This is an optimization exercise on Yosys and OpenROAD, whose aim is small area, a short achievable clock period and few clock cycles per item, not a production implementation.
Function was checked by simulation only, so behaviour that the tests miss may differ from the original.

== job 7286 ==
==> module ELA, before the edit <==
module ELA(clk, rst, in_data, data_rd, req, wen, addr, data_wr, done);
	input				clk;
	input				rst;
	input		[7:0]	in_data;
	input		[7:0]	data_rd;
	output reg			req;
	output reg			wen;
	output reg	[9:0]	addr;
	output reg	[7:0]	data_wr;
	output reg			done;
reg				s_start;	 
reg				s_arr;		 
reg				s_rt;		 
reg				s_rb;		 
reg				s_w;		 
reg				s_fin;		 
reg		[3:0]	r;			 
reg				head;		 
reg				h0;			 
reg				go_int;		 
reg				row0_end;	 
reg				tail;		 
reg		[7:0]	opa, opb, u0, u1, v0;
reg		[7:0]	dreg, sreg;	 
reg		[7:0]	best;		 
reg				cur_r;		 
wire	[4:0]	col = addr[4:0];
wire			edge_px = (col == 5'd2);	 
wire	[3:0]	rm1 = r - 4'd1;
always @(posedge clk or posedge rst) begin
	if (rst) begin
		s_start <= 1'b1;
		s_arr <= 1'b0;
		s_rt <= 1'b0;
		s_rb <= 1'b0;
		s_w <= 1'b0;
		s_fin <= 1'b0;
	end else begin
		s_start <= 1'b0;
		s_arr <= s_start || (s_arr && !go_int) || (tail && r != 4'd15);
		s_rt <= go_int || (s_w && !tail);
		s_rb <= s_rt;
		s_w <= s_rb;
		s_fin <= s_fin || (tail && r == 4'd15);
	end
end
always @(posedge clk) begin
	go_int <= s_arr && !req && (col == 5'd29) && (r != 4'd0);
	row0_end <= s_arr && !req && (col == 5'd29) && (r == 4'd0);
	tail <= s_rb && !head && (col == 5'd0);
	done <= s_fin;
	req <= s_start || (row0_end) || (tail && r != 4'd15);
	if (s_start)
		r <= 4'd0;
	else if ((row0_end) || tail)
		r <= r + 4'd1;
	if (go_int)
		h0 <= 1'b1;
	else if (s_rb)
		h0 <= 1'b0;
	if (go_int)
		head <= 1'b1;
	else if (s_rb && col == 5'd1)
		head <= 1'b0;
	wen <= (s_arr && !go_int) || (s_rb && (!head || h0)) || tail;
end
reg		[4:0]	col_inc;
always @(*) begin
	if (s_rt)
		col_inc = 5'd0;
	else if (s_rb)
		col_inc = h0 ? 5'd31 : 5'd30;
	else if (s_w && !tail)
		col_inc = head ? 5'd2 : 5'd3;
	else if (go_int)
		col_inc = 5'd2;
	else
		col_inc = 5'd1;
end
always @(posedge clk) begin
	addr[4:0] <= (s_arr && req) ? 5'd0 : col + col_inc;
	addr[5] <= (s_rb && !h0) || tail;
	addr[9:6] <= ((s_arr && !go_int) || s_rt || (s_rb && h0)) ? r : rm1;
end
always @(posedge clk) begin
	if (s_rt)
		opa[3:0] <= u0[3:0];
	else if (s_rb)
		opa[3:0] <= data_rd[3:0];
	else
		opa[3:0] <= u1[3:0];
	if (s_rt)
		opa[7:4] <= u0[7:4];
	else if (s_rb)
		opa[7:4] <= data_rd[7:4];
	else
		opa[7:4] <= u1[7:4];
	if (s_w) begin
		u0 <= opa;
		u1 <= u0;
	end
	if (s_rb) begin
		opb <= v0;
		v0 <= opb;
	end else if (s_w) begin
		opb <= data_rd;
	end
end
reg		[7:0]	dg, dp, dG, dP;
reg		[7:0]	sg, sp, sG, sP;
reg		[7:0]	absd, avg;
integer			i, k;
always @(*) begin
	dg = opa & ~opb;
	dp = opa ^ ~opb;
	sg = opa & opb;
	sp = opa ^ opb;
	dG = dg;
	dP = dp;
	sG = sg;
	sP = sp;
	for (k = 1; k < 8; k = k * 2) begin
		for (i = 7; i >= k; i = i - 1) begin
			dG[i] = dG[i] | (dP[i] & dG[i-k]);
			dP[i] = dP[i] & dP[i-k];
			sG[i] = sG[i] | (sP[i] & sG[i-k]);
			sP[i] = sP[i] & sP[i-k];
		end
	end
	absd[0] = dp[0] ^ 1'b1;
	for (i = 1; i < 8; i = i + 1)
		absd[i] = dp[i] ^ (dG[i-1] | dP[i-1]);
	if (!(dG[7] | dP[7])) begin
		absd[0] = ~dp[0];
		for (i = 1; i < 8; i = i + 1)
			absd[i] = ~(dp[i] ^ dG[i-1]);
	end
	for (i = 1; i < 8; i = i + 1)
		avg[i-1] = sp[i] ^ sG[i-1];
	avg[7] = sG[7];
end
always @(posedge clk) begin
	dreg <= absd;
	sreg <= avg;
end
wire			cin = s_rb && cur_r;
reg		[7:0]	cG, cP;
always @(*) begin
	cG = best & ~dreg;
	cP = best ^ ~dreg;
	for (k = 1; k < 8; k = k * 2)
		for (i = 7; i >= k; i = i - 1) begin
			cG[i] = cG[i] | (cP[i] & cG[i-k]);
			cP[i] = cP[i] & cP[i-k];
		end
end
wire			win = cG[7] | (cP[7] & cin);
always @(posedge clk) begin
	if (s_w || (s_rt && !edge_px && !h0 && win)) begin
		best <= dreg;
		cur_r <= s_rt;
	end
	if (s_arr)
		data_wr <= in_data;
	else if (s_w || ((s_rt || s_rb) && !edge_px && !h0 && win))
		data_wr <= sreg;
end
endmodule
clock: 5.5 ns
lec_check: 0
abc_area: 1
cap_margin: 20
core_margin: 2
core_utilization: 70
setup_slack_margin: 3.8
slew_margin: 20
tns_end_percent: 5
standard.sh (not shown) runs the stock make flow with config.mk's settings and CLKGATE_MAP_FILE= SYNTH_SCRIPT=/design/flow/synth_recipe.tcl, a recipe that flattens the netlist after the stock synthesis.
==> flow/flow/run.sh <==
#!/bin/bash
# Standard layout with two changes: the port buffers are buf_2 cells instead
# of the delay buffers buffer_ports picks by default, and clock tree
# synthesis runs with the arguments below (no dummy loads).
set -euo pipefail
export BUFFER_PORTS_ARGS="-buffer_cell sky130_fd_sc_hd__buf_2"
export CTS_ARGS="-sink_clustering_enable -repair_clock_nets -dont_use_dummy_load"
bash standard.sh > standard.log 2>&1
Testbench counts of job 7286, summed over its fixed seeds: cycles 63,968, images 32.
diff inputs: job 7286 => job 7161
diff --git a/flow/design.v b/flow/design.v
--- a/flow/design.v
+++ b/flow/design.v
@@ -18,15 +18,18 @@
 reg		[3:0]	r;			 
 reg				head;		 
 reg				h0;			 
+reg				c_rt;		 
+reg				c_rb;
+reg				c_w;
 reg				go_int;		 
 reg				row0_end;	 
 reg				tail;		 
+reg				edge_px;	 
 reg		[7:0]	opa, opb, u0, u1, v0;
 reg		[7:0]	dreg, sreg;	 
 reg		[7:0]	best;		 
 reg				cur_r;		 
 wire	[4:0]	col = addr[4:0];
-wire			edge_px = (col == 5'd2);	 
 wire	[3:0]	rm1 = r - 4'd1;
 always @(posedge clk or posedge rst) begin
 	if (rst) begin
@@ -49,6 +52,10 @@
 	go_int <= s_arr && !req && (col == 5'd29) && (r != 4'd0);
 	row0_end <= s_arr && !req && (col == 5'd29) && (r == 4'd0);
 	tail <= s_rb && !head && (col == 5'd0);
+	edge_px <= (s_w && col == 5'd31) || (s_rt && edge_px);
+	c_rt <= go_int || (s_w && !tail);
+	c_rb <= s_rt;
+	c_w <= s_rb;
 	done <= s_fin;
 	req <= s_start || (row0_end) || (tail && r != 4'd15);
 	if (s_start)
@@ -84,26 +91,26 @@
 	addr[9:6] <= ((s_arr && !go_int) || s_rt || (s_rb && h0)) ? r : rm1;
 end
 always @(posedge clk) begin
-	if (s_rt)
+	if (c_rt)
 		opa[3:0] <= u0[3:0];
-	else if (s_rb)
+	else if (c_rb)
 		opa[3:0] <= data_rd[3:0];
 	else
 		opa[3:0] <= u1[3:0];
-	if (s_rt)
+	if (c_rt)
 		opa[7:4] <= u0[7:4];
-	else if (s_rb)
+	else if (c_rb)
 		opa[7:4] <= data_rd[7:4];
 	else
 		opa[7:4] <= u1[7:4];
-	if (s_w) begin
+	if (c_w) begin
 		u0 <= opa;
 		u1 <= u0;
 	end
-	if (s_rb) begin
+	if (c_rb) begin
 		opb <= v0;
 		v0 <= opb;
-	end else if (s_w) begin
+	end else if (c_w) begin
 		opb <= data_rd;
 	end
 end
[summary]
In the metrics for job 7161 and job 7286, the one carrying the higher total global routing track utilization is job 7286.
Per the comparison of job 7161 with job 7286, sequential share of layout area up 1.1 points; largest fanout of any net on the critical path down 2; placeable core region up 73 um2; smallest hold slack up 0.012 ns.
Compared to job 7286, job 7161 has count of inverters not on the clock network in the layout 5 lower.
When job 7161 is measured against job 7286, its via count turns out 0.57% higher.
Looking at area after synthesis across job 7161 and job 7286, the one that comes out higher is job 7161.
When job 7161 is measured against job 7286, its final area turns out 0.73% higher.
Compared job 7286 against job 7161; final cycle utilization of the critical path within noise.
Compared job 7161 against job 7286; count of maximum capacitance violations within noise.
Between job 7161 and job 7286, it is job 7161 whose routed length on met2 is lower, by about 3%.
Testbench counts of job 7161, summed over its fixed seeds: cycles 63,968, images 32.

-- port drivers added, routing unchanged --
Ports are ideal in the flow. The routed layouts listed here were re-timed in OpenROAD.
Step 1 sets driving cells, clkbuf_16 on the clock port and buf_2 on the other inputs (assumed; they add their load-dependent delay and slew).
Step 2, shift: input delay + t, output delay - t, t = (earliest + latest rising clock arrival at the registers) / 2. This alone moves slack from input paths to output paths.
a / b / c = ideal ports / drivers / drivers and shift; a / b = the first two.
run | t (ns) | setup WS [ns] | hold WS [ns] | worst register clock-pin slew, ns
job 7286 | 0.389 | 3.508 / 3.477 / 3.566 | 0.372 / 0.372 / 0.372 | 0.10 / 0.10
job 7161 | 0.382 | 3.515 / 3.485 / 3.546 | 0.384 / 0.384 / 0.384 | 0.10 / 0.10
After both steps setup and hold are still met in every run listed.
